From an optimization exercise on the open Yosys and OpenROAD flow, aimed at small area; shortcuts taken in it are not production practice.
No run shown here included a check of the RTL's function; only the layout flow was run.

## flow/design.v (module list and top-level ports; edited modules follow where they fit)
// module tv80_reg: 67 lines
// module tv80_alu: 161 lines
// module tv80_mcode: 2184 lines
// module tv80_core: 1096 lines
// module tv80s: 111 lines
module tv80s
#(
    parameter Mode    = 0,   
    parameter T2Write = 1,   
    parameter IOWait  = 1    
)
(
    input         reset_n, 
    input         clk, 
    input         cen,       
    input         wait_n, 
    input         int_n, 
    input         nmi_n, 
    input         busrq_n, 
    output        busak_n, 
    output        m1_n, 
    output        mreq_n, 
    output        iorq_n, 
    output        rd_n, 
    output        wr_n, 
    output        rfsh_n, 
    output        halt_n, 
    output [15:0] A, 
    input  [7:0]  di,
    output [7:0]  dout
);
  // ...
==> flow/flow/run.sh <==
#!/bin/bash
# ORFS flow (the standard.sh) with:
#  - an area-oriented ABC script (deepsyn + area-recovering mapping) in place
#    of ORFS's speed script; OpenROAD repairs timing as usual afterwards,
#  - CTS without dummy loads and with larger sink clusters,
#  - port buffers from the smallest buffer cell,
#  - a higher placement density.
set -euo pipefail
rm -rf scripts_local
cp -r "$FLOW_HOME/scripts" scripts_local
cp flow/abc_map.script scripts_local/abc_speed.script
bash standard.sh SCRIPTS_DIR="$PWD/scripts_local" \
  "CTS_ARGS=-sink_clustering_enable -repair_clock_nets -dont_use_dummy_load -sink_clustering_size 24 -sink_clustering_max_diameter 80" \
  "BUFFER_PORTS_ARGS=-buffer_cell sky130_fd_sc_hd__buf_1" \
  PLACE_DENSITY=0.75 \
  finish > standard.log 2>&1
==> flow/flow/abc_map.script <==
&get -n
&st
&deepsyn -J 20
&dch
&nf -R 1000
&put
topo
stime -c
==> flow/standard.sh <==
#!/bin/bash
# synth_recipe.tcl (not shown) runs the flow's synth.tcl, then flattens the netlist and writes it again
# the make line also repeats each setting of config.mk as NAME=value (left out here)
make -C /OpenROAD-flow-scripts/flow DESIGN_CONFIG=/design/flow/config.mk WORK_HOME=/design/flow/orfs CLKGATE_MAP_FILE= SYNTH_SCRIPT=/design/flow/synth_recipe.tcl "${@:-finish}"
==> flow/config.mk <==
export PLATFORM = sky130hd
export DESIGN_NAME = tv80s
export DESIGN_NICKNAME = tv80s
export VERILOG_FILES = /design/flow/design.v
export SDC_FILE = /design/flow/constraint.sdc
export NUM_CORES = 8
export LEC_CHECK = 0
export CAP_MARGIN = 20
export CORE_MARGIN = 2
export CORE_UTILIZATION = 40
export SLEW_MARGIN = 20
==> flow/constraint.sdc <==
create_clock -name core_clock -period 10.0 [get_ports {clk}]
set_input_delay 2.0000 -clock core_clock [delete_from_list [all_inputs] [get_ports {clk}]]
set_output_delay 2.0000 -clock core_clock [all_outputs]
set_load 0.01 [all_outputs]
==> qor.csv, run 1 <==
metric,value,unit
result_of_the_run,"complete, no violations",
synthesis.area_per_instance,8.60,um^2
cp-end-kind,register,
cts_sinks,336,
layout.cells.most_common,nand2_1,
synth_adder_area_share,3.64,%
post_cts.repair.setup_buffers,0,
route.final.wire_length,116000,um
synthesized_area_fraction_occupied_by_ao_oa_aoi_and_oai_cells,29.0,%
initial_util,40.5,%
number_of_buffers_created_by_cts,27,
report.final.slew_viol_count,0,
yosysUniqueCellTypes,73,
timing.critical_path.arrival,9.62,ns
grt_setup_unrepaired,no,
number_of_setup_violations_in_the_final_report,0,
placedCellCount,3707,
via_count_of_the_first_global_routing_pass,25400,
critPathMaxStageDelay,0.72,ns
post_route_cells_drive_above_1_share,7.60,%
seq_cells,336,
cpLargestDelayFamily,simple AND/OR/NAND/NOR gates,
period_minus_ws_final,9.29,ns
synth_flop_cell,edfxtp_1,
cts.htree.levels,1,
ctsResizeCount,0,
routed_length_on_met2,47100,um
met1Wirelength,42200,um
taps,773,
cts_root_buffer,clkbuf_16,
post_synth_instance_area,23900,um^2
n_diodes,2,
ys_ff_latch,336,
muxShareOfSynthArea,2.30,%
==> module tv80_reg, before the edit <==
module tv80_reg ( 
  DOBH, DOAL, DOCL, DOBL, DOCH, DOAH, 
  AddrC, AddrA, AddrB, DIH, DIL, clk, CEN, WEH, WEL, DHswap
  );
    input  [2:0] AddrC;
    output [7:0] DOBH;
    input  [2:0] AddrA;
    input  [2:0] AddrB;
    input  [7:0] DIH;
    output [7:0] DOAL;
    output [7:0] DOCL;
    input  [7:0] DIL;
    output [7:0] DOBL;
    output [7:0] DOCH;
    output [7:0] DOAH;
    input  clk, CEN, WEH, WEL;
    input  [1:0] DHswap;
  function [2:0] phys;
    input [2:0] a;
    input [1:0] sw;
    begin
      phys = a;
      if ((a[1:0] == 2'b01 || a[1:0] == 2'b10) && sw[a[2]])
        phys[1:0] = ~a[1:0];
    end
  endfunction
  wire [2:0] pA = phys(AddrA, DHswap);
  wire [2:0] pB = phys(AddrB, DHswap);
  wire [2:0] pC = phys(AddrC, DHswap);
  reg [7:0] RegsH [0:7];
  reg [7:0] RegsL [0:7];
  integer i;
  always @(posedge clk)
    begin
      if (CEN)
        begin
          for (i = 0; i < 8; i = i + 1) begin
            if (WEH && pA == i) RegsH[i] <= DIH;
            if (WEL && pA == i) RegsL[i] <= DIL;
          end
        end
    end
  reg [7:0] sa, sb, sc;
  reg [7:0] ah, al, bh, bl, ch, cl;
  always @* begin
    for (i = 0; i < 8; i = i + 1) begin
      sa[i] = (pA == i);
      sb[i] = (pB == i);
      sc[i] = (pC == i);
    end
    ah = 0; al = 0; bh = 0; bl = 0; ch = 0; cl = 0;
    for (i = 0; i < 8; i = i + 1) begin
      ah = ah | ({8{sa[i]}} & RegsH[i]);
      al = al | ({8{sa[i]}} & RegsL[i]);
      bh = bh | ({8{sb[i]}} & RegsH[i]);
      bl = bl | ({8{sb[i]}} & RegsL[i]);
      ch = ch | ({8{sc[i]}} & RegsH[i]);
      cl = cl | ({8{sc[i]}} & RegsL[i]);
    end
  end
  assign DOAH = ah;
  assign DOAL = al;
  assign DOBH = bh;
  assign DOBL = bl;
  assign DOCH = ch;
  assign DOCL = cl;
endmodule
==> module tv80_core, before the edit <==
module tv80_core ( 
  m1_n, iorq, no_read, write, rfsh_n, halt_n, busak_n, A, dout, mc,
  ts, intcycle_n, IntE, stop,
  reset_n, clk, cen, wait_n, int_n, nmi_n, busrq_n, dinst, di
  );
  parameter Mode = 1;    
  parameter IOWait = 1;  
  parameter Flag_C = 0;
  parameter Flag_N = 1;
  parameter Flag_P = 2;
  parameter Flag_X = 3;
  parameter Flag_H = 4;
  parameter Flag_Y = 5;
  parameter Flag_Z = 6;
  parameter Flag_S = 7;
  input     reset_n;            
  input     clk;                
  input     cen;                
  input     wait_n;             
  input     int_n;              
  input     nmi_n;              
  input     busrq_n;            
  output    m1_n;               
  output    iorq;               
  output    no_read;            
  output    write;              
  output    rfsh_n;             
  output    halt_n;             
  output    busak_n;            
  output [15:0] A; 
  input [7:0]   dinst;  
  input [7:0]   di;     
  output [7:0]  dout;     
  output [6:0]  mc;     
  output [6:0]  ts;     
  output        intcycle_n;     
  output        IntE;           
  output        stop;           
  reg    m1_n;          
  reg    iorq; 
  reg    halt_n;                
  reg    busak_n;               
  reg [15:0] A; 
  reg [7:0]  dout;        
  reg [6:0]  mc;        
  reg [6:0]  ts;        
  reg   intcycle_n;     
  reg   IntE;           
  reg   stop;           
  parameter     aNone    = 3'b111;
  parameter     aBC      = 3'b000;
  parameter     aDE      = 3'b001;
  parameter     aXY      = 3'b010;
  parameter     aIOA     = 3'b100;
  parameter     aSP      = 3'b101;
  parameter     aZI      = 3'b110;
  reg [7:0]     ACC, F;
  reg [7:0]     Ap, Fp;
  reg [7:0]     I;
  reg [15:0]    SP, PC;
  reg [7:0]     RegDIH;
  reg [7:0]     RegDIL;
  wire [15:0]   RegBusA;
  wire [15:0]   RegBusB;
  wire [15:0]   RegBusC;
  reg [2:0]     RegAddrA_r;
  reg [2:0]     RegAddrA;
  reg [2:0]     RegAddrB_r;
  reg [2:0]     RegAddrB;
  reg [2:0]     RegAddrC;
  reg           RegWEH;
  reg           RegWEL;
  reg           Alternate;
  reg [15:0]    TmpAddr;         
  reg [7:0]     IR;              
  reg [1:0]     ISet;            
  reg [1:0]     DHswap;          
  reg [15:0]    ID16;
  reg [7:0]     Save_Mux;
  reg [2:0]     ts_b;
  reg [2:0]     mc_b;
  wire [6:0]    tstate = 7'b0000001 << ts_b;
  wire [6:0]    mcycle = 7'b0000001 << mc_b;
  reg           last_mcycle, last_tstate;
  reg           IntE_FF1;
  reg           IntE_FF2;
  reg           Halt_FF;
  reg           BusReq_s;
  reg           BusAck;
  reg           ClkEn;
  reg           NMI_s;
  reg           INT_s;
  reg [1:0]     IStatus;
  reg [7:0]     DI_Reg;
  reg           T_Res;
  reg [1:0]     XY_State;
  reg [2:0]     Pre_XY_F_M;
  reg           NextIs_XY_Fetch;
  reg           XY_Ind;
  reg           No_BTR;
  reg           BTR_r;
  reg           Auto_Wait;
  reg           Auto_Wait_t1;
  reg           Auto_Wait_t2;
  reg           IncDecZ;
  reg [7:0]     BusB;
  reg [7:0]     BusA;
  wire [7:0]    ALU_Q;
  wire [7:0]    F_Out;
  reg [4:0]     Read_To_Reg_r;
  reg           Arith16_r;
  reg           Z16_r;
  reg [3:0]     ALU_Op_r;
  reg           Save_ALU_r;
  reg           PreserveC_r;
  reg [2:0]     mcycles;
  wire [2:0]    mcycles_d;
  wire [2:0]    tstates;
  reg           IntCycle;
  reg           NMICycle;
  wire          Inc_PC;
  wire          Inc_WZ;
  wire [3:0]    IncDec_16;
  wire [1:0]    Prefix;
  wire          Read_To_Acc;
  wire          Read_To_Reg;
  wire [3:0]     Set_BusB_To;
  wire [3:0]     Set_BusA_To;
  wire [3:0]     ALU_Op;
  wire           Save_ALU;
  wire           PreserveC;
  wire           Arith16;
  wire [2:0]     Set_Addr_To;
  wire           Jump;
  wire           JumpE;
  wire           JumpXY;
  wire           Call;
  wire           RstP;
  wire           LDZ;
  wire           LDW;
  wire           LDSPHL;
  wire           iorq_i;
  wire [2:0]     Special_LD;
  wire           ExchangeDH;
  wire           ExchangeRp;
  wire           ExchangeAF;
  wire           ExchangeRS;
  wire           I_DJNZ;
  wire           I_CPL;
  wire           I_CCF;
  wire           I_SCF;
  wire           I_RETN;
  wire           I_BT;
  wire           I_BC;
  wire           I_BTR;
  wire           I_RLD;
  wire           I_RRD;
  wire           I_INRC;
  wire           SetDI;
  wire           SetEI;
  wire [1:0]     IMode;
  wire           Halt;
  reg [15:0]     PC16;
  reg [7:0]      PC16_B;
  reg [15:0]     SP16, SP16_A;
  reg [7:0]      SP16_B;
  reg            Oldnmi_n;
  tv80_mcode #(Mode, Flag_C, Flag_N, Flag_P, Flag_X, Flag_H, Flag_Y, Flag_Z, Flag_S) i_mcode
    (
     .IR                   (IR),
     .ISet                 (ISet),
     .MCycle               (mcycle),
     .F                    (F),
     .NMICycle             (NMICycle),
     .IntCycle             (IntCycle),
     .MCycles              (mcycles_d),
     .TStates              (tstates),
     .Prefix               (Prefix),
     .Inc_PC               (Inc_PC),
     .Inc_WZ               (Inc_WZ),
     .IncDec_16            (IncDec_16),
     .Read_To_Acc          (Read_To_Acc),
     .Read_To_Reg          (Read_To_Reg),
     .Set_BusB_To          (Set_BusB_To),
     .Set_BusA_To          (Set_BusA_To),
     .ALU_Op               (ALU_Op),
     .Save_ALU             (Save_ALU),
     .PreserveC            (PreserveC),
     .Arith16              (Arith16),
     .Set_Addr_To          (Set_Addr_To),
     .IORQ                 (iorq_i),
     .Jump                 (Jump),
     .JumpE                (JumpE),
     .JumpXY               (JumpXY),
     .Call                 (Call),
     .RstP                 (RstP),
     .LDZ                  (LDZ),
     .LDW                  (LDW),
     .LDSPHL               (LDSPHL),
     .Special_LD           (Special_LD),
     .ExchangeDH           (ExchangeDH),
     .ExchangeRp           (ExchangeRp),
     .ExchangeAF           (ExchangeAF),
     .ExchangeRS           (ExchangeRS),
     .I_DJNZ               (I_DJNZ),
     .I_CPL                (I_CPL),
     .I_CCF                (I_CCF),
     .I_SCF                (I_SCF),
     .I_RETN               (I_RETN),
     .I_BT                 (I_BT),
     .I_BC                 (I_BC),
     .I_BTR                (I_BTR),
     .I_RLD                (I_RLD),
     .I_RRD                (I_RRD),
     .I_INRC               (I_INRC),
     .SetDI                (SetDI),
     .SetEI                (SetEI),
     .IMode                (IMode),
     .Halt                 (Halt),
     .NoRead               (no_read),
     .Write                (write)
     );
  tv80_alu #(Mode, Flag_C, Flag_N, Flag_P, Flag_X, Flag_H, Flag_Y, Flag_Z, Flag_S) i_alu
    (
     .Arith16              (Arith16_r),
     .Z16                  (Z16_r),
     .ALU_Op               (ALU_Op_r),
     .IR                   (IR[5:0]),
     .ISet                 (ISet),
     .BusA                 (BusA),
     .BusB                 (BusB),
     .F_In                 (F),
     .Q                    (ALU_Q),
     .F_Out                (F_Out)
     );
  function [15:0] incdec16;
    input [15:0] a;
    input        dec;
    reg   [15:0] x, c;
    integer      k;
    begin
      x = a ^ {16{dec}};
      c[0] = 1'b1;
      for (k = 1; k < 16; k = k + 1)
        c[k] = c[k-1] & x[k-1];
      incdec16 = a ^ c;
    end
  endfunction
  function [15:0] add16s8;
    input [15:0] a;
    input [7:0]  b;
    reg   [8:0]  lo;
    reg   [7:0]  x, c;
    reg          inc, dec;
    integer      k;
    begin
      lo  = {1'b0, a[7:0]} + {1'b0, b};
      inc = lo[8] & ~b[7];
      dec = ~lo[8] & b[7];
      x = a[15:8] ^ {8{dec}};
      c[0] = inc | dec;
      for (k = 1; k < 8; k = k + 1)
        c[k] = c[k-1] & x[k-1];
      add16s8 = {a[15:8] ^ c, lo[7:0]};
    end
  endfunction
  function [6:0] number_to_bitvec;
    input [2:0] num;
    begin
      case (num)
        1 : number_to_bitvec = 7'b0000001;
        2 : number_to_bitvec = 7'b0000010;
        3 : number_to_bitvec = 7'b0000100;
        4 : number_to_bitvec = 7'b0001000;
        5 : number_to_bitvec = 7'b0010000;
        6 : number_to_bitvec = 7'b0100000;
        7 : number_to_bitvec = 7'b1000000;
        default : number_to_bitvec = 7'bx;
      endcase  
    end
  endfunction  
  function [2:0] mcyc_to_number;
    input [6:0] mcyc;
    begin
      casez (mcyc)
        7'b1zzzzzz : mcyc_to_number = 3'h7;
        7'b01zzzzz : mcyc_to_number = 3'h6;
        7'b001zzzz : mcyc_to_number = 3'h5;
        7'b0001zzz : mcyc_to_number = 3'h4;
        7'b00001zz : mcyc_to_number = 3'h3;
        7'b000001z : mcyc_to_number = 3'h2;
        7'b0000001 : mcyc_to_number = 3'h1;
        default : mcyc_to_number = 3'h1;
      endcase
    end
  endfunction
  always @*
    begin
      case (mcycles)
        1 : last_mcycle = mcycle[0];
        2 : last_mcycle = mcycle[1];
        3 : last_mcycle = mcycle[2];
        4 : last_mcycle = mcycle[3];
        5 : last_mcycle = mcycle[4];
        6 : last_mcycle = mcycle[5];
        7 : last_mcycle = mcycle[6];
        default : last_mcycle = 1'bx;
      endcase  
      case (tstates)
        0 : last_tstate = tstate[0];
        1 : last_tstate = tstate[1];
        2 : last_tstate = tstate[2];
        3 : last_tstate = tstate[3];
        4 : last_tstate = tstate[4];
        5 : last_tstate = tstate[5];
        6 : last_tstate = tstate[6];
        default : last_tstate = 1'bx;
      endcase
    end  
  always @*
    begin
      ClkEn = cen && ~ BusAck;
      if (last_tstate)
        T_Res = 1'b1;
      else T_Res = 1'b0;
      if (XY_State != 2'b00 && XY_Ind == 1'b0 &&
          ((Set_Addr_To == aXY) ||
           (mcycle[0] && IR == 8'b11001011) ||
           (mcycle[0] && IR == 8'b00110110)))
        NextIs_XY_Fetch = 1'b1;
      else 
        NextIs_XY_Fetch = 1'b0;
      if (ExchangeRp)
        Save_Mux = BusB;
      else if (!Save_ALU_r)
        Save_Mux = DI_Reg;
      else
        Save_Mux = ALU_Q;
    end  
  reg        s_jp, s_jxy, s_call, s_nmi, s_im2, s_def, s_jmp;
  reg        a_dt, a_c, a_t, a_pc, a_io, a_sp, a_inc;
  reg [15:0] A_next;
  reg [15:0] TmpAddr_inc;
  always @*
    begin
      s_jp   = Jump;
      s_jxy  = ~Jump & JumpXY;
      s_call = ~Jump & ~JumpXY & (Call | RstP);
      s_nmi  = ~Jump & ~JumpXY & ~(Call | RstP) & last_mcycle & NMICycle;
      s_im2  = ~Jump & ~JumpXY & ~(Call | RstP) & ~(last_mcycle & NMICycle) &
               mcycle[2] & IntCycle & (IStatus == 2'b10);
      s_def  = ~Jump & ~JumpXY & ~(Call | RstP) & ~(last_mcycle & NMICycle) &
               ~(mcycle[2] & IntCycle & (IStatus == 2'b10));
      s_jmp  = ~s_def;
      a_dt  = s_jp | (s_def & (Set_Addr_To == aZI) & ~Inc_WZ);
      a_c   = s_jxy | (s_def & (((Set_Addr_To == aXY) & (XY_State == 2'b00)) |
                                 (Set_Addr_To == aBC) | (Set_Addr_To == aDE)));
      a_t   = s_call | (s_def & (Set_Addr_To == aXY) & (XY_State != 2'b00) & ~NextIs_XY_Fetch);
      a_pc  = s_def & (((Set_Addr_To == aXY) & (XY_State != 2'b00) & NextIs_XY_Fetch) |
                       (Set_Addr_To == 3'b011) | (Set_Addr_To == aNone));
      a_io  = s_def & (Set_Addr_To == aIOA);
      a_sp  = s_def & (Set_Addr_To == aSP);
      a_inc = s_def & (Set_Addr_To == aZI) & Inc_WZ;
      TmpAddr_inc = incdec16(TmpAddr, 1'b0);
      A_next[15:8] = ({8{a_dt}}  & DI_Reg)         |
                     ({8{a_c}}   & RegBusC[15:8])  |
                     ({8{a_t}}   & TmpAddr[15:8])  |
                     ({8{s_im2}} & I)              |
                     ({8{a_pc}}  & PC[15:8])       |
                     ({8{a_io}}  & ACC)            |
                     ({8{a_sp}}  & SP[15:8])       |
                     ({8{a_inc}} & TmpAddr_inc[15:8]);
      A_next[7:0]  = ({8{a_dt | a_t | s_im2}} & TmpAddr[7:0]) |
                     ({8{a_c}}   & RegBusC[7:0])   |
                     ({8{s_nmi}} & 8'h66)          |
                     ({8{a_pc}}  & PC[7:0])        |
                     ({8{a_io}}  & DI_Reg)         |
                     ({8{a_sp}}  & SP[7:0])        |
                     ({8{a_inc}} & TmpAddr_inc[7:0]);
    end
  always @ (posedge clk or negedge reset_n)
    begin
      if (reset_n == 1'b0 ) 
        begin
          PC <= 0;   
          A <= 0;
          TmpAddr <= 0;
          IR <= 8'b00000000;
          ISet <= 2'b00;
          XY_State <= 2'b00;
          IStatus <= 2'b00;
          mcycles <= 3'b000;
          dout <= 8'b00000000;
          ACC <= 8'hFF;
          F <= 8'hFF;
          Ap <= 8'hFF;
          Fp <= 8'hFF;
          I <= 0;
          SP <= 16'hFFFF;
          Alternate <= 1'b0;
          Read_To_Reg_r <= 5'b00000;
          Arith16_r <= 1'b0;
          BTR_r <= 1'b0;
          Z16_r <= 1'b0;
          ALU_Op_r <= 4'b0000;
          Save_ALU_r <= 1'b0;
          PreserveC_r <= 1'b0;
          XY_Ind <= 1'b0;
        end 
      else 
        begin
          if (ClkEn == 1'b1 ) 
            begin
              ALU_Op_r <= 4'b0000;
              Save_ALU_r <= 1'b0;
              Read_To_Reg_r <= 5'b00000;
              mcycles <= mcycles_d;
              if (IMode != 2'b11 ) 
                begin
                  IStatus <= IMode;
                end
              Arith16_r <= Arith16;
              PreserveC_r <= PreserveC;
              if (ISet == 2'b10 && ALU_Op[2] == 1'b0 && ALU_Op[0] == 1'b1 && mcycle[2] ) 
                begin
                  Z16_r <= 1'b1;
                end 
              else 
                begin
                  Z16_r <= 1'b0;
                end
              if (mcycle[0] && (tstate[1] | tstate[2] | tstate[3] )) 
                begin
                  if (tstate[2] && wait_n == 1'b1 ) 
                    begin
                      if (Jump == 1'b0 && Call == 1'b0 && NMICycle == 1'b0 && IntCycle == 1'b0 && ~ (Halt_FF == 1'b1 || Halt == 1'b1) ) 
                        begin
                          PC <= PC16;
                        end
                      if (IntCycle == 1'b1 && IStatus == 2'b01 ) 
                        begin
                          IR <= 8'b11111111;
                        end 
                      else if (Halt_FF == 1'b1 || (IntCycle == 1'b1 && IStatus == 2'b10) || NMICycle == 1'b1 ) 
                        begin
                          IR <= 8'b00000000;
			  TmpAddr[7:0] <= dinst;  
                        end 
                      else 
                        begin
                          IR <= dinst;
                        end
                      ISet <= 2'b00;
                      if (Prefix != 2'b00 ) 
                        begin
                          if (Prefix == 2'b11 ) 
                            begin
                              if (IR[5] == 1'b1 ) 
                                begin
                                  XY_State <= 2'b10;
                                end 
                              else 
                                begin
                                  XY_State <= 2'b01;
                                end
                            end 
                          else 
                            begin
                              if (Prefix == 2'b10 ) 
                                begin
                                  XY_State <= 2'b00;
                                  XY_Ind <= 1'b0;
                                end
                              ISet <= Prefix;
                            end
                        end 
                      else 
                        begin
                          XY_State <= 2'b00;
                          XY_Ind <= 1'b0;
                        end
                    end  
                end 
              else 
                begin
                  if (mcycle[5] ) 
                    begin
                      XY_Ind <= 1'b1;
                      if (Prefix == 2'b01 ) 
                        begin
                          ISet <= 2'b01;
                        end
                    end
                  if (T_Res == 1'b1 ) 
                    begin
                      BTR_r <= (I_BT || I_BC || I_BTR) && ~ No_BTR;
                      A <= A_next;
                      if (s_jmp)
                        PC <= A_next;
                      Save_ALU_r <= Save_ALU;
                      ALU_Op_r <= ALU_Op;
                      if (I_CPL == 1'b1 ) 
                        begin
                          ACC <= ~ ACC;
                          F[Flag_Y] <= ~ ACC[5];
                          F[Flag_H] <= 1'b1;
                          F[Flag_X] <= ~ ACC[3];
                          F[Flag_N] <= 1'b1;
                        end
                      if (I_CCF == 1'b1 ) 
                        begin
                          F[Flag_C] <= ~ F[Flag_C];
                          F[Flag_Y] <= ACC[5];
                          F[Flag_H] <= F[Flag_C];
                          F[Flag_X] <= ACC[3];
                          F[Flag_N] <= 1'b0;
                        end
                      if (I_SCF == 1'b1 ) 
                        begin
                          F[Flag_C] <= 1'b1;
                          F[Flag_Y] <= ACC[5];
                          F[Flag_H] <= 1'b0;
                          F[Flag_X] <= ACC[3];
                          F[Flag_N] <= 1'b0;
                        end
                    end  
                  if (tstate[2] && wait_n == 1'b1 ) 
                    begin
                      if (ISet == 2'b01 && mcycle[6] ) 
                        begin
                          IR <= dinst;
                        end
                      if (JumpE == 1'b1 ) 
                        begin
                          PC <= PC16;
                        end 
                      else if (Inc_PC == 1'b1 ) 
                        begin
                          PC <= PC16;
                        end
                      if (BTR_r == 1'b1 ) 
                        begin
                          PC <= PC16;
                        end
                      if (RstP == 1'b1 ) 
                        begin
                          TmpAddr <= { 10'h0, IR[5:3], 3'h0 };
                        end
                    end
                  if (tstate[3] && mcycle[5] ) 
                    begin
                      TmpAddr <= SP16;
                    end
                  if ((tstate[2] && wait_n == 1'b1) || (tstate[4] && mcycle[0]) ) 
                    begin
                      if (IncDec_16[2:0] == 3'b111 ) 
                        begin
                          SP <= SP16;
                        end
                    end
                  if (LDSPHL == 1'b1 ) 
                    begin
                      SP <= RegBusC;
                    end
                  if (ExchangeAF == 1'b1 ) 
                    begin
                      Ap <= ACC;
                      ACC <= Ap;
                      Fp <= F;
                      F <= Fp;
                    end
                  if (ExchangeRS == 1'b1 ) 
                    begin
                      Alternate <= ~ Alternate;
                    end
                end  
              if (tstate[3] ) 
                begin
                  if (LDZ == 1'b1 ) 
                    begin
                      TmpAddr[7:0] <= DI_Reg;
                    end
                  if (LDW == 1'b1 ) 
                    begin
                      TmpAddr[15:8] <= DI_Reg;
                    end
                  if (Special_LD[2] == 1'b1 ) 
                    begin
                      case (Special_LD[1:0])
                        2'b00 :
                          begin
                            ACC <= I;
                            F[Flag_P] <= IntE_FF2;
			    F[Flag_Z] <= (I == 0);
			    F[Flag_S] <= I[7];
			    F[Flag_H] <= 0;
			    F[Flag_N] <= 0; 
                          end
                        2'b01 :
                          begin
                            ACC <= 0;
                            F[Flag_P] <= IntE_FF2;
			    F[Flag_Z] <= (I == 0);
			    F[Flag_S] <= I[7];
			    F[Flag_H] <= 0;
			    F[Flag_N] <= 0; 
                          end
                        2'b10 :
                          I <= ACC;
                        default : ;
                      endcase
                    end
                end  
              if ((I_DJNZ == 1'b0 && Save_ALU_r == 1'b1) || ALU_Op_r == 4'b1001 ) 
                begin
                  if (Mode == 3 ) 
                    begin
                      F[6] <= F_Out[6];
                      F[5] <= F_Out[5];
                      F[7] <= F_Out[7];
                      if (PreserveC_r == 1'b0 ) 
                        begin
                          F[4] <= F_Out[4];
                        end
                    end 
                  else 
                    begin
                      F[7:1] <= F_Out[7:1];
                      if (PreserveC_r == 1'b0 ) 
                        begin
                          F[Flag_C] <= F_Out[0];
                        end
                    end
                end  
              if (T_Res == 1'b1 && I_INRC == 1'b1 ) 
                begin
                  F[Flag_H] <= 1'b0;
                  F[Flag_N] <= 1'b0;
                  if (DI_Reg[7:0] == 8'b00000000 ) 
                    begin
                      F[Flag_Z] <= 1'b1;
                    end 
                  else 
                    begin
                      F[Flag_Z] <= 1'b0;
                    end
                  F[Flag_S] <= DI_Reg[7];
                  F[Flag_P] <= ~ (^DI_Reg[7:0]);
                end  
              if (tstate[1] && Auto_Wait_t1 == 1'b0 ) 
                begin
                  dout <= BusB;
                  if (I_RLD == 1'b1 ) 
                    begin
                      dout[3:0] <= BusA[3:0];
                      dout[7:4] <= BusB[3:0];
                    end
                  if (I_RRD == 1'b1 ) 
                    begin
                      dout[3:0] <= BusB[7:4];
                      dout[7:4] <= BusA[3:0];
                    end
                end
              if (T_Res == 1'b1 ) 
                begin
                  Read_To_Reg_r[3:0] <= Set_BusA_To;
                  Read_To_Reg_r[4] <= Read_To_Reg;
                  if (Read_To_Acc == 1'b1 ) 
                    begin
                      Read_To_Reg_r[3:0] <= 4'b0111;
                      Read_To_Reg_r[4] <= 1'b1;
                    end
                end
              if (tstate[1] && I_BT == 1'b1 ) 
                begin
                  F[Flag_X] <= ALU_Q[3];
                  F[Flag_Y] <= ALU_Q[1];
                  F[Flag_H] <= 1'b0;
                  F[Flag_N] <= 1'b0;
                end
              if (I_BC == 1'b1 || I_BT == 1'b1 ) 
                begin
                  F[Flag_P] <= IncDecZ;
                end
              if ((tstate[1] && Save_ALU_r == 1'b0 && Auto_Wait_t1 == 1'b0) ||
                  (Save_ALU_r == 1'b1 && ALU_Op_r != 4'b0111) ) 
                begin
                  case (Read_To_Reg_r)
                    5'b10111 :
                      ACC <= Save_Mux;
                    5'b10110 :
                      dout <= Save_Mux;
                    5'b11000 :
                      SP[7:0] <= Save_Mux;
                    5'b11001 :
                      SP[15:8] <= Save_Mux;
                    5'b11011 :
                      F <= Save_Mux;
                    default : ;
                  endcase
                end  
            end  
        end  
    end
  always @ (posedge clk)
    begin
      if (ClkEn == 1'b1 ) 
        begin
          RegAddrA_r <=  { Alternate, Set_BusA_To[2:1] };
          if (XY_Ind == 1'b0 && XY_State != 2'b00 && Set_BusA_To[2:1] == 2'b10 ) 
            begin
              RegAddrA_r <= { XY_State[1],  2'b11 };
            end
          RegAddrB_r <= { Alternate, Set_BusB_To[2:1] };
          if (XY_Ind == 1'b0 && XY_State != 2'b00 && Set_BusB_To[2:1] == 2'b10 ) 
            begin
              RegAddrB_r <= { XY_State[1],  2'b11 };
            end
          RegAddrC <= { Alternate,  Set_Addr_To[1:0] };
          if ((JumpXY == 1'b1 || LDSPHL == 1'b1) ) 
            begin
              RegAddrC <= { Alternate, 2'b10 };
            end
          if (((JumpXY == 1'b1 || LDSPHL == 1'b1) && XY_State != 2'b00) || (mcycle[5]) ) 
            begin
              RegAddrC <= { XY_State[1],  2'b11 };
            end
          if (I_DJNZ == 1'b1 && Save_ALU_r == 1'b1 && Mode < 2 ) 
            begin
              IncDecZ <= F_Out[Flag_Z];
            end
          if ((tstate[2] || (tstate[3] && mcycle[0])) && IncDec_16[2:0] == 3'b100 ) 
            begin
              if (RegBusA == (IncDec_16[3] ? 16'h0001 : 16'hFFFF) ) 
                begin
                  IncDecZ <= 1'b0;
                end 
              else 
                begin
                  IncDecZ <= 1'b1;
                end
            end
          if (ExchangeDH == 1'b1 && tstate[4])
            begin
              if (Alternate)
                DHswap[1] <= ~DHswap[1];
              else
                DHswap[0] <= ~DHswap[0];
            end
        end
    end  
  always @*
    begin
      if ((tstate[2] || (tstate[3] && mcycle[0] && IncDec_16[2] == 1'b1)) && XY_State == 2'b00)
        RegAddrA = { Alternate, IncDec_16[1:0] };
      else if ((tstate[2] || (tstate[3] && mcycle[0] && IncDec_16[2] == 1'b1)) && IncDec_16[1:0] == 2'b10)
        RegAddrA = { XY_State[1], 2'b11 };
      else
        RegAddrA = RegAddrA_r;
      RegAddrB = RegAddrB_r;
    end  
  always @*
    begin
      RegWEH = 1'b0;
      RegWEL = 1'b0;
      if ((tstate[1] && ~Save_ALU_r && ~Auto_Wait_t1) ||
          (Save_ALU_r && (ALU_Op_r != 4'b0111)) ) 
        begin
          case (Read_To_Reg_r)
            5'b10000 , 5'b10001 , 5'b10010 , 5'b10011 , 5'b10100 , 5'b10101 :
              begin
                RegWEH = ~ Read_To_Reg_r[0];
                RegWEL = Read_To_Reg_r[0];
              end  
            default : ;
          endcase  
        end  
      if (IncDec_16[2] && ((tstate[2] && wait_n && ~mcycle[0]) || (tstate[3] && mcycle[0])) ) 
        begin
          case (IncDec_16[1:0])
            2'b00 , 2'b01 , 2'b10 :
              begin
                RegWEH = 1'b1;
                RegWEL = 1'b1;
              end  
            default : ;
          endcase
        end
    end  
  always @*
    begin
      RegDIH = Save_Mux;
      RegDIL = Save_Mux;
      if (IncDec_16[2] == 1'b1 && ((tstate[2] && ~mcycle[0]) || (tstate[3] && mcycle[0])) ) 
        begin
          RegDIH = ID16[15:8];
          RegDIL = ID16[7:0];
        end
    end
  tv80_reg i_reg
    (
     .clk                  (clk),
     .CEN                  (ClkEn),
     .DHswap               (DHswap),
     .WEH                  (RegWEH),
     .WEL                  (RegWEL),
     .AddrA                (RegAddrA),
     .AddrB                (RegAddrB),
     .AddrC                (RegAddrC),
     .DIH                  (RegDIH),
     .DIL                  (RegDIL),
     .DOAH                 (RegBusA[15:8]),
     .DOAL                 (RegBusA[7:0]),
     .DOBH                 (RegBusB[15:8]),
     .DOBL                 (RegBusB[7:0]),
     .DOCH                 (RegBusC[15:8]),
     .DOCL                 (RegBusC[7:0])
     );
  always @ (posedge clk)
    begin
      if (ClkEn == 1'b1 ) 
        begin
          case (Set_BusB_To)
            4'b0111 :
              BusB <= ACC;
            4'b0000 , 4'b0001 , 4'b0010 , 4'b0011 , 4'b0100 , 4'b0101 :
              begin
                if (Set_BusB_To[0] == 1'b1 ) 
                  begin
                    BusB <= RegBusB[7:0];
                  end 
                else 
                  begin
                    BusB <= RegBusB[15:8];
                  end
              end
            4'b0110 :
              BusB <= DI_Reg;
            4'b1000 :
              BusB <= SP[7:0];
            4'b1001 :
              BusB <= SP[15:8];
            4'b1010 :
              BusB <= 8'b00000001;
            4'b1011 :
              BusB <= F;
            4'b1100 :
              BusB <= PC[7:0];
            4'b1101 :
              BusB <= PC[15:8];
            4'b1110 :
              BusB <= 8'b00000000;
            default :
              BusB <= 8'h0;
          endcase
          case (Set_BusA_To)
            4'b0111 :
              BusA <= ACC;
            4'b0000 , 4'b0001 , 4'b0010 , 4'b0011 , 4'b0100 , 4'b0101 :
              begin
                if (Set_BusA_To[0] == 1'b1 )
                  begin
                    BusA <= RegBusA[7:0];
                  end 
                else 
                  begin
                    BusA <= RegBusA[15:8];
                  end
              end
            4'b0110 :
              BusA <= DI_Reg;
            4'b1000 :
              BusA <= SP[7:0];
            4'b1001 :
              BusA <= SP[15:8];
            4'b1010 :
              BusA <= 8'b00000000;
            default :
              BusA <=  8'h0;
          endcase
        end
    end
  assign rfsh_n = 1'b1;
  always @*
    begin
      mc = mcycle;
      ts = tstate;
      DI_Reg = di;
      halt_n = ~ Halt_FF;
      busak_n = ~ BusAck;
      intcycle_n = ~ IntCycle;
      IntE = IntE_FF1;
      iorq = iorq_i;
      stop = I_DJNZ;
    end
  always @ (posedge clk or negedge reset_n)
    begin : sync_inputs
      if (~reset_n) 
        begin
          BusReq_s <= 1'b0;
          INT_s <= 1'b0;
          NMI_s <= 1'b0;
          Oldnmi_n <= 1'b0;
        end 
      else
        begin
          if (cen == 1'b1 ) 
            begin
              BusReq_s <= ~ busrq_n;
              INT_s <= ~ int_n;
              if (NMICycle == 1'b1 ) 
                begin
                  NMI_s <= 1'b0;
                end 
              else if (nmi_n == 1'b0 && Oldnmi_n == 1'b1 ) 
                begin
                  NMI_s <= 1'b1;
                end
              Oldnmi_n <= nmi_n;
            end
        end
    end
  always @ (posedge clk or negedge reset_n)
    begin
      if (reset_n == 1'b0 ) 
        begin
          mc_b <= 3'd0;
          ts_b <= 3'd0;
          Pre_XY_F_M <= 3'b000;
          Halt_FF <= 1'b0;
          BusAck <= 1'b0;
          NMICycle <= 1'b0;
          IntCycle <= 1'b0;
          IntE_FF1 <= 1'b0;
          IntE_FF2 <= 1'b0;
          No_BTR <= 1'b0;
          Auto_Wait_t1 <= 1'b0;
          Auto_Wait_t2 <= 1'b0;
          m1_n <= 1'b1;
        end 
      else
        begin
          if (cen == 1'b1 ) 
            begin
              if (T_Res == 1'b1 ) 
                begin
                  Auto_Wait_t1 <= 1'b0;
                end 
              else 
                begin
		  Auto_Wait_t1 <= Auto_Wait || (iorq_i & ~Auto_Wait_t2);
                end
              Auto_Wait_t2 <= Auto_Wait_t1 & !T_Res;
              No_BTR <= (I_BT && (~ IR[4] || ~ F[Flag_P])) ||
                        (I_BC && (~ IR[4] || F[Flag_Z] || ~ F[Flag_P])) ||
                        (I_BTR && (~ IR[4] || F[Flag_Z]));
              if (tstate[2] ) 
                begin
                  if (SetEI == 1'b1 ) 
                    begin
                      if (!NMICycle)
                        IntE_FF1 <= 1'b1;
                      IntE_FF2 <= 1'b1;
                    end
                  if (I_RETN == 1'b1 ) 
                    begin
                      IntE_FF1 <= IntE_FF2;
                    end
                end
              if (tstate[3] ) 
                begin
                  if (SetDI == 1'b1 ) 
                    begin
                      IntE_FF1 <= 1'b0;
                      IntE_FF2 <= 1'b0;
                    end
                end
              if (IntCycle == 1'b1 || NMICycle == 1'b1 ) 
                begin
                  Halt_FF <= 1'b0;
                end
              if (mcycle[0] && tstate[2] && wait_n == 1'b1 ) 
                begin
                  m1_n <= 1'b1;
                end
              if (BusReq_s == 1'b1 && BusAck == 1'b1 ) 
                begin
                end 
              else 
                begin
                  BusAck <= 1'b0;
                  if (tstate[2] && wait_n == 1'b0 ) 
                    begin
                    end 
                  else if (T_Res == 1'b1 ) 
                    begin
                      if (Halt == 1'b1 ) 
                        begin
                          Halt_FF <= 1'b1;
                        end
                      if (BusReq_s == 1'b1 ) 
                        begin
                          BusAck <= 1'b1;
                        end 
                      else 
                        begin
                          ts_b <= 3'd1;
                          if (NextIs_XY_Fetch == 1'b1 ) 
                            begin
                              mc_b <= 3'd5;
                              Pre_XY_F_M <= mc_b + 3'd1;
                              if (IR == 8'b00110110 && Mode == 0 ) 
                                begin
                                  Pre_XY_F_M <= 3'b010;
                                end
                            end 
                          else if ((mcycle[6]) || (mcycle[5] && Mode == 1 && ISet != 2'b01) ) 
                            begin
                              mc_b <= Pre_XY_F_M;
                            end 
                          else if ((last_mcycle) ||
                                   No_BTR == 1'b1 ||
                                   (mcycle[1] && I_DJNZ == 1'b1 && IncDecZ == 1'b1) ) 
                            begin
                              m1_n <= 1'b0;
                              mc_b <= 3'd0;
                              IntCycle <= 1'b0;
                              NMICycle <= 1'b0;
                              if (NMI_s == 1'b1 && Prefix == 2'b00 ) 
                                begin
                                  NMICycle <= 1'b1;
                                  IntE_FF1 <= 1'b0;
                                end 
                              else if ((IntE_FF1 == 1'b1 && INT_s == 1'b1) && Prefix == 2'b00 && SetEI == 1'b0 ) 
                                begin
                                  IntCycle <= 1'b1;
                                  IntE_FF1 <= 1'b0;
                                  IntE_FF2 <= 1'b0;
                                end
                            end 
                          else 
                            begin
                              mc_b <= (mc_b == 3'd6) ? 3'd0 : mc_b + 3'd1;
                            end
                        end
                    end 
                  else 
                    begin    
                      if ( ~(Auto_Wait == 1'b1 && Auto_Wait_t2 == 1'b0) &&
                           ~(IOWait == 1 && iorq_i == 1'b1 && Auto_Wait_t1 == 1'b0) ) 
                        begin
                          ts_b <= (ts_b == 3'd6) ? 3'd0 : ts_b + 3'd1;
                        end
                    end
                end
              if (tstate[0]) 
                begin
                  m1_n <= 1'b0;
                end
            end
        end
    end
  always @*
    begin
      if (JumpE == 1'b1)
        PC16_B = DI_Reg;
      else if (BTR_r == 1'b1)
        PC16_B = 8'hFE;            
      else
        PC16_B = 8'h01;
      if (tstate[3])
        begin
          SP16_A = RegBusC;
          SP16_B = DI_Reg;
        end
      else
        begin
          SP16_A = SP;
          SP16_B = IncDec_16[3] ? 8'hFF : 8'h01;
        end
      ID16 = incdec16(RegBusA, IncDec_16[3]);
      PC16 = add16s8(PC, PC16_B);
      SP16 = add16s8(SP16_A, SP16_B);
    end  
  always @*
    begin
      Auto_Wait = 1'b0;
      if (IntCycle == 1'b1 || NMICycle == 1'b1 ) 
        begin
          if (mcycle[0] ) 
            begin
              Auto_Wait = 1'b1;
            end
        end
    end  
endmodule  
==> run 2: changes to the inputs <==
--- a/flow/design.v
+++ b/flow/design.v
@@ -1,4 +1,4 @@
 module tv80_reg ( 
-  DOBH, DOAL, DOCL, DOBL, DOCH, DOAH, 
-  AddrC, AddrA, AddrB, DIH, DIL, clk, CEN, WEH, WEL, DHswap
+  DOBH, DOAL, DOBL, DOAH, 
+  AddrC, AddrA, AddrB, SelC, DIH, DIL, clk, CEN, WEH, WEL, DHswap
   );
@@ -10,6 +10,4 @@
     output [7:0] DOAL;
-    output [7:0] DOCL;
     input  [7:0] DIL;
     output [7:0] DOBL;
-    output [7:0] DOCH;
     output [7:0] DOAH;
@@ -17,2 +15,3 @@
     input  [1:0] DHswap;
+    input        SelC;    
   function [2:0] phys;
@@ -29,2 +28,3 @@
   wire [2:0] pC = phys(AddrC, DHswap);
+  wire [2:0] pR = SelC ? pC : pA;
   reg [7:0] RegsH [0:7];
@@ -42,11 +42,10 @@
     end
-  reg [7:0] sa, sb, sc;
-  reg [7:0] ah, al, bh, bl, ch, cl;
+  reg [7:0] sa, sb;
+  reg [7:0] ah, al, bh, bl;
   always @* begin
     for (i = 0; i < 8; i = i + 1) begin
-      sa[i] = (pA == i);
+      sa[i] = (pR == i);
       sb[i] = (pB == i);
-      sc[i] = (pC == i);
     end
-    ah = 0; al = 0; bh = 0; bl = 0; ch = 0; cl = 0;
+    ah = 0; al = 0; bh = 0; bl = 0;
     for (i = 0; i < 8; i = i + 1) begin
@@ -56,4 +55,2 @@
       bl = bl | ({8{sb[i]}} & RegsL[i]);
-      ch = ch | ({8{sc[i]}} & RegsH[i]);
-      cl = cl | ({8{sc[i]}} & RegsL[i]);
     end
@@ -64,4 +61,2 @@
   assign DOBL = bl;
-  assign DOCH = ch;
-  assign DOCL = cl;
 endmodule
@@ -2479,2 +2474,7 @@
   wire [15:0]   RegBusC;
+  wire          RegSelC;
+  assign RegBusC = RegBusA;
+  wire          BusA_steal = RegSelC &
+                             ~Set_BusA_To[3] & ~(Set_BusA_To[2] & Set_BusA_To[1]) &
+                             (Set_BusB_To[3] | (Set_BusB_To[2] & Set_BusB_To[1]));
   reg [2:0]     RegAddrA_r;
@@ -2794,2 +2794,5 @@
     end
+  assign RegSelC = (T_Res & a_c) |
+                   (LDSPHL & ~(mcycle[0] & (tstate[1] | tstate[2] | tstate[3]))) |
+                   (tstate[3] & mcycle[5]);
   always @ (posedge clk or negedge reset_n)
@@ -3173,3 +3176,3 @@
         RegAddrA = RegAddrA_r;
-      RegAddrB = RegAddrB_r;
+      RegAddrB = BusA_steal ? RegAddrA_r : RegAddrB_r;
     end  
@@ -3229,4 +3232,3 @@
      .DOBL                 (RegBusB[7:0]),
-     .DOCH                 (RegBusC[15:8]),
-     .DOCL                 (RegBusC[7:0])
+     .SelC                 (RegSelC)
      );
@@ -3276,3 +3278,3 @@
                   begin
-                    BusA <= RegBusA[7:0];
+                    BusA <= BusA_steal ? RegBusB[7:0] : RegBusA[7:0];
                   end 
@@ -3280,3 +3282,3 @@
                   begin
-                    BusA <= RegBusA[15:8];
+                    BusA <= BusA_steal ? RegBusB[15:8] : RegBusA[15:8];
                   end
==> run 2 against run 1 <==
Net effect:
- still clean on timing, DRC and antenna
- die area fell by 1.9%
- wire length rose by 7.1%
- worst setup slack got worse by 0.084 ns
- worst hold slack improved by 0.00055 ns
- critical path depth rose by 26
- area after synthesis fell by 1.9%
- global-route usage rose by 3.2 points
- final cell count rose by 0.70%
- highest routed layer unchanged
==> qor.csv, run 2 <==
metric,value,unit,change
result_of_the_run,"complete, no violations",,
floorplan.io_pins,47,,
dieHeight,246,um,
place.detailed.hpwl,96700,um,
postRouteAntennaNets,0,,
yosysUniqueCellTypes,70,,-4.1%
global_route.usage.total,40.3,%,
async_flop_share,53.6,%,
drc_errors,0,,
timing.critical_path.arrival,9.91,ns,+0.29 ns
cts_sinks,336,,unchanged
cts_hold_buf,0,,
placeableCoreArea,57800,um^2,
report.final.slew_viol_count,0,,unchanged
avgViaCountPerCell,7.06,,
synthesis.area_per_instance,8.63,um^2,+0.25%
synth_fp_nets,2800,,
stdcell_area,26900,um^2,
max-clock-path-buffers,3,,
synth.top_cell.area_share,20.0,%,
cpLargestDelayFamily,compound AO/OA/AOI/OAI gates,,
timing.critical_path.required,10.54,ns,
critPathMaxStageDelay,0.41,ns,-0.31 ns
holdPathStages,1,,
place_ws,0.214,ns,
area_leader_netlist,edfxtp_1,,
cp.buffers_inverters,6,,
overall_die_area,60500,um^2,
worst-setup-path-type,reg2reg,,
cp-end-kind,register,,
seq_area_frac_synth,39.5,%,
post-synth-top-count-cell,nand2_1,,
most-common-layout-cells,"nand2_1, nor2_1, a21oi_1, buf_4, o21ai_0",,
grt_pass1_wl,178000,um,
largest_registers,"i_tv80_core.i_reg.RegsH (64), i_tv80_core.i_reg.RegsL (64)",,
critical-path-top-cell-by-count,a21oi_1,,
maxCapViolations,0,,
crit-reg2reg-capture,i_tv80_core.SP[15]$_DFFE_PN1P_,,
post_synth_instance_area,23400,um^2,-1.9%
avgRoutedWirePerCell,33.1,um,
fin_cells,3762,,
grt_remaining_overflow,0,,
cts_root_buffer,clkbuf_16,,
number_of_setup_violations_in_the_final_report,0,,unchanged
cts.htree.levels,1,,unchanged
timing_worst_slew_pin_value,1.19,ns,
floorplan.rows,88,,
layout.cells.most_common,nand2_1,,
antenna_found_initial,4,,
timing.final.hold_violations,0,,
timing.slew.headroom,20.2,%,
finalWeightedCongestion,1.11,,
clock-skew-final,0.118,ns,
synth.yosys.warnings,7,,
regToRegStartpoint,i_tv80_core.IR[6]$_DFFE_PN0P_,,
fill_cells,5679,,
worst_path_max_delay_cell,dfrtp_1,,
drt-pass1-iter-count,13,,
number_of_buffers_created_by_cts,25,,-7.4%
cts_tree,yes,,
start_kind,register,,
ys_ff_latch,336,,unchanged
synth.top_cells.by_count,"nand2_1, nor2_1, a21oi_1, o21ai_0, edfxtp_1",,
io_buffers,45,,
initialDrtViolationCount,4512,,
route.final.wire_length,125000,um,+7.1%
final_period_util,93.8,%,
vias,26600,,
rrSetupSlack,0.62,ns,
synth.top_cells.by_area,"edfxtp_1, dfrtp_1, nand2_1, dfstp_2, nor2_1",,
clk_pin_slew_worst_paths,0.09,ns,
synth_flop_cell,edfxtp_1,,
timing.hold.worst.start,i_tv80_core.Read_To_Reg_r[4]$_DFFE_PN0P_,,
hold_path_end,i_tv80_core.Read_To_Reg_r[4]$_DFFE_PN0P_,,
timing.reg2reg.worst_path_depth,57,,
area_delta_synth_final,14.9,%,
x_dimension_of_the_die,246,um,
cp_max_fo,7,,
dp_area,26200,um^2,
period_minus_ws_final,9.38,ns,+0.0837 ns
synth_enable_flop_cells,156,,
maxClockFrequency,0.107,GHz,
hold_path_class,reg2reg,,
design.final.nets,3083,,
placedCellCount,3734,,+0.73%
grt_max_degree,69,,
final_critical_path_setup_slack,0.623,ns,
postSynthCellCount,2715,,
clkLatencyLatePin,0.64,ns,
post_route_cells_drive_above_1_share,10.7,%,+3.1 points
via_count_of_the_first_global_routing_pass,24800,,-2.5%
initial_util,40.5,%,+0.044 points
[run 2: cell types whose count changed in the layout (fill, tap and decap cells not counted), moves of 9 or more]
cell	delta
a221oi_1	+9
nand2b_1	-10
nor4_1	-9
o22ai_1	-17
nand2_1	+14
nand3_1	+12
a222oi_1	-11
o211ai_1	+21
a22oi_1	-46
nand4_1	-11
buf_4	+97
o21a_1	+9
a211oi_1	-23
[run 2: cell families after synthesis]
family / after synthesis / share of synthesized area, %
other cells: 1 / 0.0160
xor+xnor: 64 / 2.39
simple gates: 1175 / 22.8
buf+inv: 78 / 1.27
mux: 58 / 2.69
compound gates: 933 / 27.4
fa+ha+maj: 70 / 3.87
flops: 336 / 39.5
[run 2: how the worst max path moves through the flow]
| stage | from | to | cells after the start |
|---|---|---|---|
| floorplan | i_tv80_core.IR[3]$_DFFE_PN0P_ | i_tv80_core.SP[15]$_DFFE_PN1P_ | 51 |
| global placement | i_tv80_core.IR[6]$_DFFE_PN0P_ | i_tv80_core.SP[15]$_DFFE_PN1P_ | 54 |
| detailed placement | i_tv80_core.IR[6]$_DFFE_PN0P_ | i_tv80_core.SP[15]$_DFFE_PN1P_ | 53 |
| CTS | i_tv80_core.IR[6]$_DFFE_PN0P_ | i_tv80_core.SP[15]$_DFFE_PN1P_ | 55 |
| global route | i_tv80_core.IR[6]$_DFFE_PN0P_ | i_tv80_core.SP[15]$_DFFE_PN1P_ | 56 |
| finish | i_tv80_core.IR[6]$_DFFE_PN0P_ | i_tv80_core.SP[15]$_DFFE_PN1P_ | 57 |
[run 2: stage by stage]
step / TNS, ns / hold slack [ns] / utilization, %
6_report: 0 / 0.482 / 46.5
5_1_grt: -0.0232 / 0.500 / 46.5
4_1_cts: 0 / 0.479 / 46.4
3_5_place_dp: 0 / 0.463 / 45.3
3_3_place_gp: 0 / 0.454 / 45.3
2_1_floorplan: 0 / 0.438 / -
[run 2: layout make-up]
cell class | instances | area, um^2 | share of cell area [%]
Antenna cell | 1 | 2.50 | 0.00930
Tap cell | 765 | 957 | 3.56
Timing Repair Buffer | 257 | 1770 | 6.60
Multi-Input combinational cell | 2301 | 14000 | 52.0
Inverter | 77 | 289 | 1.07
Sequential cell | 336 | 9260 | 34.4
Clock buffer | 25 | 626 | 2.33
[run 2: per-layer routing]
layer | wire length (um) | part of all wire, % | vias to the layer above | global-route usage, %
li1 | - | - | 11100 | -
met3 | 16700 | 13 | 469 | 10.9
met5 | 27 | 0.022 | - | 0
met2 | 51600 | 41 | 2197 | 58.3
met4 | 8540 | 6.8 | 4 | 23.2
met1 | 47900 | 38 | 12700 | 54.0
[run 2: timing repair]
action,CTS,global route
buffers inserted,0,1
setup endpoints to repair,0,11
resized for setup,0,18
==> run 3: changes to the inputs <==
--- a/flow/design.v
+++ b/flow/design.v
@@ -2777,3 +2777,3 @@
       a_inc = s_def & (Set_Addr_To == aZI) & Inc_WZ;
-      TmpAddr_inc = incdec16(TmpAddr, 1'b0);
+      TmpAddr_inc = PC16;    
       A_next[15:8] = ({8{a_dt}}  & DI_Reg)         |
@@ -3480,3 +3480,5 @@
     begin
-      if (JumpE == 1'b1)
+      if (T_Res)
+        PC16_B = 8'h01;
+      else if (JumpE == 1'b1)
         PC16_B = DI_Reg;
@@ -3486,5 +3488,6 @@
         PC16_B = 8'h01;
-      if (tstate[3])
+      PC16 = add16s8(T_Res ? TmpAddr : PC, PC16_B);
+      if (tstate[3] & mcycle[5])
         begin
-          SP16_A = RegBusC;
+          SP16_A = RegBusA;
           SP16_B = DI_Reg;
@@ -3493,8 +3496,7 @@
         begin
-          SP16_A = SP;
+          SP16_A = (IncDec_16[1:0] == 2'b11) ? SP : RegBusA;
           SP16_B = IncDec_16[3] ? 8'hFF : 8'h01;
         end
-      ID16 = incdec16(RegBusA, IncDec_16[3]);
-      PC16 = add16s8(PC, PC16_B);
       SP16 = add16s8(SP16_A, SP16_B);
+      ID16 = SP16;
     end  
==> run 3 against run 2 <==
Net effect:
- largest cell class unchanged
- cell area decreased by 1.6%
- clock skew down 0.015 ns
- critical endpoint is now i_tv80_core.SP[14]$_DFFE_PN1P_
- still clean
- non-clock buffer count is 11 lower
==> qor.csv, run 3 <==
metric,value,unit,change
drc_errors,0,,unchanged
timing.final.hold_violations,0,,unchanged
synth_adder_area_share,3.19,%,-0.68 points
cts_root_buffer,clkbuf_16,,
routed_length_on_met2,46600,um,-9.7%
synth_enable_flop_cells,156,,unchanged
maxCapViolations,0,,unchanged
final_period_util,94.6,%,+0.78 points
synth_simple_gate_area_share,21.8,%,-0.97 points
wl_met3,15900,um,-4.9%
result_of_the_run,"complete, no violations",,
report.final.slew_viol_count,0,,unchanged
worstSetupPathDepth,49,,-14%
number_of_setup_violations_in_the_final_report,0,,unchanged
avgRoutedWirePerCell,31.1,um,-6.2%
synthesized_area_fraction_occupied_by_ao_oa_aoi_and_oai_cells,28.5,%,+1.0 points
maxClockFrequency,0.106,GHz,-0.83%
initial_util,40.6,%,about the same
global_route.usage.total,37.5,%,-2.8 points
critical-path-top-cell-by-count,a21oi_1,,
synth-xor-area-share,1.87,%,-0.52 points
cp_max_fo,6,,-1
finalWeightedCongestion,1.11,,-0.27%
hold_path_class,reg2reg,,
seq_area,9260,um^2,about the same
route.final.wire_length,114000,um,-8.9%
post_synth_instance_area,22900,um^2,-2.2%
hold_path_end,i_tv80_core.A[6]$_DFFE_PN0P_,,
crit-reg2reg-capture,i_tv80_core.SP[14]$_DFFE_PN1P_,,
place.detailed.hpwl,86200,um,-11%
timing.hold.worst.start,i_tv80_core.A[6]$_DFFE_PN0P_,,
avgViaCountPerCell,7.09,,+0.45%
drt-pass1-iter-count,10,,-3
postSynthCellCount,2624,,-3.4%
synth.top_cells.by_count,"nand2_1, nor2_1, a21oi_1, o21ai_0, edfxtp_1",,
cts_hold_buf,0,,unchanged
layout.cells.most_common,nand2_1,,
cp.buffers_inverters,3,,-3
timing.critical_path.required,10.52,ns,-0.02 ns
timing.slew.headroom,22.0,%,+1.8 points
combinational_family_with_the_most_area_after_synthesis,compound AO/OA/AOI/OAI gates,,
fill_cells,5510,,-3.0%
cts_sinks,336,,unchanged
synth.top_cells.by_area,"edfxtp_1, dfrtp_1, dfstp_2, nand2_1, nor2_1",,
period_minus_ws_final,9.46,ns,+0.0782 ns
hold_ws,0.484,ns,+0.00153 ns
ys_ff_latch,336,,unchanged
overall_die_area,59200,um^2,-2.1%
number_of_buffers_created_by_cts,27,,+8.0%
post-synth-top-count-cell,nand2_1,,
area_delta_synth_final,15.6,%,
met1Wirelength,42900,um,-10%
initialDrtViolationCount,5056,,+12%
async_flop_share,53.6,%,unchanged
grt_max_degree,79,,+14%
via_count_of_the_first_global_routing_pass,24400,,-1.7%
synth.yosys.warnings,7,,unchanged
synth.top_cell.area_share,20.4,%,+0.44 points
holdPathStages,2,,+1
cpLargestDelayFamily,compound AO/OA/AOI/OAI gates,,
clk_pin_slew_worst_paths,0.07,ns,-0.02 ns
maxUsedRoutingLayer,met5,,
most-common-layout-cells,"nand2_1, nor2_1, buf_4, a21oi_1, o21ai_0",,
dieHeight,243,um,-1.1%
largest_registers,"i_tv80_core.i_reg.RegsH (64), i_tv80_core.i_reg.RegsL (64)",,
rrSetupSlack,0.54,ns,-0.08 ns
floorplan.io_pins,47,,unchanged
postRouteAntennaNets,0,,unchanged
clock-skew-final,0.104,ns,-0.0149 ns
totalNegativeSetupSlack,0,ns,unchanged
placeableCoreArea,56500,um^2,-2.3%
x_dimension_of_the_die,243,um,-1.1%
worst-setup-path-type,reg2reg,,
seq_area_frac_synth,40.4,%,+0.88 points
io_buffers,45,,unchanged
timing.reg2reg.worst_path_depth,49,,-14%
synthesis.area_per_instance,8.73,um^2,+1.2%
max-clock-path-buffers,3,,unchanged
post_route_cells_drive_above_1_share,11.4,%,+0.65 points
multi_input_comb_area,13600,um^2,-2.9%
start_kind,register,,
critPathMaxStageDelay,0.38,ns,-0.03 ns
grt_remaining_overflow,0,,unchanged
regToRegStartpoint,i_tv80_core.IR[7]$_DFFE_PN0P_,,
synth_fp_nets,2695,,-3.8%
area_leader_netlist,edfxtp_1,,
timing.critical_path.arrival,9.98,ns,+0.07 ns
clkLatencyLatePin,0.64,ns,about the same
muxShareOfSynthArea,2.77,%,+0.087 points
timing_worst_slew_pin_value,1.16,ns,-0.0309 ns
floorplan.rows,87,,-1.1%
vias,25900,,-2.5%
design.final.nets,2969,,-3.7%
antenna_found_initial,3,,-1
cts.htree.levels,1,,unchanged
grt_pass1_wl,167000,um,-6.3%
worst_path_max_delay_cell,dfrtp_1,,
cp-end-kind,register,,
yosysUniqueCellTypes,67,,-4.3%
cts_tree,yes,,
synth_flop_cell,edfxtp_1,,
[run 3: layout make-up]
| type | instances | share of cell area [%] |
|---|---|---|
| Multi-Input combinational cell | 2201 | 51.3 |
| Clock buffer | 27 | 2.55 |
| Tap cell | 756 | 3.57 |
| Sequential cell | 336 | 35.0 |
| Antenna cell | 1 | 0.00945 |
| Inverter | 86 | 1.22 |
| Timing Repair Buffer | 246 | 6.36 |
[run 3: timing repair]
| item | CTS | global route |
|---|---|---|
| setup endpoints to repair | 0 | 78 |
| buffers inserted | 0 | 1 |
| gates resized for setup | 0 | 33 |
[run 3: tightest hold or removal path: stages, from the launching register on]
cell and delay, ns:
dfrtp_1 0.34, nand2_1 0.05, o21ai_0 0.06
[run 3: worst max-delay path by stage]
stage                                                    endpoint  slack, ns                           from
after floorplan           i_tv80_core.i_reg.RegsH[0][6]$_DFFE_PP_       0.06  i_tv80_core.IR[7]$_DFFE_PN0P_
after global placement    i_tv80_core.i_reg.RegsH[1][6]$_DFFE_PP_       0.47  i_tv80_core.IR[6]$_DFFE_PN0P_
after detailed placement  i_tv80_core.i_reg.RegsH[5][6]$_DFFE_PP_       0.12  i_tv80_core.IR[6]$_DFFE_PN0P_
after CTS                 i_tv80_core.i_reg.RegsH[6][6]$_DFFE_PP_       0.17  i_tv80_core.IR[7]$_DFFE_PN0P_
after global routing               i_tv80_core.SP[14]$_DFFE_PN1P_      -0.03  i_tv80_core.IR[6]$_DFFE_PN0P_
final                              i_tv80_core.SP[14]$_DFFE_PN1P_       0.54  i_tv80_core.IR[7]$_DFFE_PN0P_
[run 3: cell families (layout without fill, tap and decap cells)]
| family | after synthesis | in the layout |
|---|---|---|
| AOI/OAI and AO/OA | 929 | 929 |
| xor gates and xnor gates | 49 | 49 |
| adders and majority gates | 56 | 56 |
| buffers and inverters | 87 | 359 |
| DFF | 336 | 336 |
| muxes | 58 | 58 |
| other | 1 | 2 |
| and+or+nand+nor | 1108 | 1108 |
[run 3: layer usage]
layer	global-route usage [%]	up-vias
met1	49.9	12300
li1	-	10800
met5	0	-
met3	10.4	541
met2	54.8	2245
met4	20.9	2
[run 3: stage by stage]
step | area, um^2 | instances | utilization [%] | setup WS, ns
4_1_cts | 26300 | 3650 | 46.5 | 0.169
6_report | 26500 | 3653 | 46.9 | 0.544
3_5_place_dp | 25600 | 3623 | 45.4 | 0.124
5_1_grt | 26500 | 3652 | 46.9 | -0.0250
2_1_floorplan | 23000 | 2624 | - | 0.0551
3_3_place_gp | 25600 | 3623 | 45.4 | 0.466
==> run 4: changes to the inputs <==
--- a/flow/design.v
+++ b/flow/design.v
@@ -2,3 +2,3 @@
   DOBH, DOAL, DOBL, DOAH, 
-  AddrC, AddrA, AddrB, SelC, DIH, DIL, clk, CEN, WEH, WEL, DHswap
+  AddrC, AddrA, AddrA_r, AddrB, SelC, IncDecT, DIH, DIL, clk, CEN, WEH, WEL, DHswap
   );
@@ -15,3 +15,5 @@
     input  [1:0] DHswap;
-    input        SelC;    
+    input  [2:0] AddrA_r;   
+    input        SelC;      
+    input        IncDecT;   
   function [2:0] phys;
@@ -28,3 +30,4 @@
   wire [2:0] pC = phys(AddrC, DHswap);
-  wire [2:0] pR = SelC ? pC : pA;
+  wire [2:0] pAr = phys(AddrA_r, DHswap);
+  wire [2:0] pR = IncDecT ? pA : (SelC ? pC : pAr);
   reg [7:0] RegsH [0:7];
@@ -3224,2 +3227,4 @@
      .AddrA                (RegAddrA),
+     .AddrA_r              (RegAddrA_r),
+     .IncDecT              (tstate[2] | (tstate[3] & mcycle[0])),
      .AddrB                (RegAddrB),
@@ -3480,3 +3485,3 @@
     begin
-      if (T_Res)
+      if (~tstate[2])
         PC16_B = 8'h01;
@@ -3488,3 +3493,3 @@
         PC16_B = 8'h01;
-      PC16 = add16s8(T_Res ? TmpAddr : PC, PC16_B);
+      PC16 = add16s8(tstate[2] ? PC : TmpAddr, PC16_B);
       if (tstate[3] & mcycle[5])
==> run 4 against run 3 <==
Net effect:
- sequential share of layout area shrank 0.34 points
- core utilization grew 0.56 points
- critical path depth shrank 3
- synthesized cell count grew 0.61%
- highest routed layer unchanged
- first-iteration DRC count down 12%
- clock-buffer cell count decreased by 1
- global-route usage rose by 2.2 points
==> qor.csv, run 4 <==
metric,value,unit,change
worst-setup-path-type,reg2reg,,
cts_tree,yes,,
synth_adder_area_share,3.20,%,+0.0079 points
drc_errors,0,,unchanged
avgViaCountPerCell,7.02,,-1.0%
cts_root_buffer,clkbuf_16,,
postSynthCellCount,2640,,+0.61%
synth_fp_nets,2711,,+0.59%
grt_pass1_wl,174000,um,+4.1%
max-clock-path-buffers,3,,unchanged
synth.top_cell.area_share,20.5,%,+0.050 points
io_buffers,45,,unchanged
result_of_the_run,"complete, no violations",,
synthesized_area_fraction_occupied_by_ao_oa_aoi_and_oai_cells,27.7,%,-0.78 points
post-synth-top-count-cell,nand2_1,,
maxClockFrequency,0.108,GHz,+1.7%
synth_simple_gate_area_share,22.1,%,+0.28 points
cts.htree.levels,1,,unchanged
ys_ff_latch,336,,unchanged
floorplan.io_pins,47,,unchanged
vias,26200,,+1.3%
drt-pass1-iter-count,10,,unchanged
area_delta_synth_final,17.0,%,
grt_max_degree,74,,-6.3%
post_route_cells_drive_above_1_share,12.4,%,+1.0 points
placeableCoreArea,56400,um^2,-0.19%
dieHeight,243,um,-0.12%
period_minus_ws_final,9.29,ns,-0.162 ns
final_period_util,92.9,%,-1.6 points
initialDrtViolationCount,4443,,-12%
combinational_family_with_the_most_area_after_synthesis,compound AO/OA/AOI/OAI gates,,
dp_area,26000,um^2,+1.5%
start_kind,register,,
## run 4: changes by cell type in the layout (fill, tap and decap cells not counted), moves of 15 or more
cell,change
nand2_1,+24
o21ai_0,+37
buf_4,+64
a31oi_1,+15
nor3_1,+19
a21oi_1,-21
and3_1,-20
a221oi_1,-24
## run 4: path summary, 6_finish.rpt
kind / cells past startpoint / to / slack [ns] / start
max: 46 / i_tv80_core.i_reg.RegsH[6][6]$_DFFE_PP_ / 0.71 / i_tv80_core.IR[4]$_DFFE_PN0P_
min: 2 / i_tv80_core.mc_b[2]$_DFFE_PN0P_ / 0.48 / i_tv80_core.Pre_XY_F_M[2]$_DFFE_PN0P_
max reg2reg: 46 / i_tv80_core.i_reg.RegsH[6][6]$_DFFE_PP_ / 0.71 / i_tv80_core.IR[4]$_DFFE_PN0P_
min reg2reg: 2 / i_tv80_core.mc_b[2]$_DFFE_PN0P_ / 0.48 / i_tv80_core.Pre_XY_F_M[2]$_DFFE_PN0P_
max in group asynchronous: 2 / i_tv80_core.I[0]$_DFFE_PN0P_ / 6.86 / reset_n
min in group asynchronous: 1 / i_tv80_core.BusReq_s$_DFFE_PN0P_ / 1.55 / reset_n
## run 4: layer usage
metal  track usage (%)  wire [um]  vias to the layer above
li1                  -          -                    11000
met4              25.2       9660                        6
met5                 0         34                        -
met3              11.3      16100                      560
met1              51.3      44900                    12500
met2              58.1      50200                     2227
## run 4: area by class of cell
class                           count  area [um^2]  share of cell area (%)
Timing Repair Buffer              311         2190                    8.21
Multi-Input combinational cell   2206        13300                    49.8
Inverter                           97          364                    1.36
Tap cell                          756          946                    3.54
Antenna cell                        5         12.5                  0.0468
Sequential cell                   336         9260                    34.6
Clock buffer                       26          651                    2.43
## run 4: worst max-delay path, delay by kind of cell (launching register included)
| family | cells | cell delay (ns) |
|---|---|---|
| multiplexers | 3 | 0.95 |
| adder cells (fa/ha/maj) | 3 | 0.76 |
| XOR/XNOR | 1 | 0.22 |
| AND/OR/NAND/NOR | 15 | 2.41 |
| flip-flops | 1 | 0.39 |
| buffers and inverters | 3 | 0.51 |
| AO/OA/AOI/OAI | 21 | 3.83 |
## run 4: per-stage QoR
stage | setup slack, ns | utilization [%] | cells
after floorplan | 0.0228 | - | 2640
after global placement | 0.530 | 46.1 | 3704
after detailed placement | 0.430 | 46.1 | 3704
after CTS | 0.344 | 47.3 | 3730
after global routing | -0.00953 | 47.4 | 3732
final | 0.706 | 47.4 | 3737
## run 4: cell families after synthesis
group	count (synthesis)
other cells	1
xor+xnor	55
fa+ha+maj	56
buf+inv	98
mux	58
flops	336
compound gates	916
simple gates	1120
## run 4: what timing repair did
action / CTS / global route
endpoints found under the setup margin: 0 / 68
resized for setup: 0 / 19
buffers inserted: 0 / 2

-- separate check: timing with driven ports --
Ports are ideal in the flow. The routed layouts listed here were re-timed in OpenROAD. Step 1 assumes that a clkbuf_16 drives the clock port and a buf_2 every other input. Step 2 adds t to the input delays and takes it off the output delays; t is the mean of the earliest and latest rising clock arrival at the registers after step 1. Input paths then give back, and output paths get back, about the clock's delay inside the block. Slacks: ideal ports / drivers / drivers and shift; pairs: ideal ports / drivers.
run	shift t [ns]	slack for setup (ns)	worst hold slack (ns)	worst setup path at the end	worst slew at a driven data input, ns
run 1	0.640	0.706 / 0.706 / 0.706	0.481 / 0.481 / 0.481	register to register	0.04
run 2	0.642	0.623 / 0.623 / 0.623	0.482 / 0.482 / 0.482	register to register	0.06
run 3	0.647	0.544 / 0.544 / 0.544	0.484 / 0.484 / 0.484	register to register	0.11
run 4	0.633	0.706 / 0.706 / 0.706	0.481 / 0.481 / 0.481	register to register	0.03
After both steps every run listed still meets setup and hold.
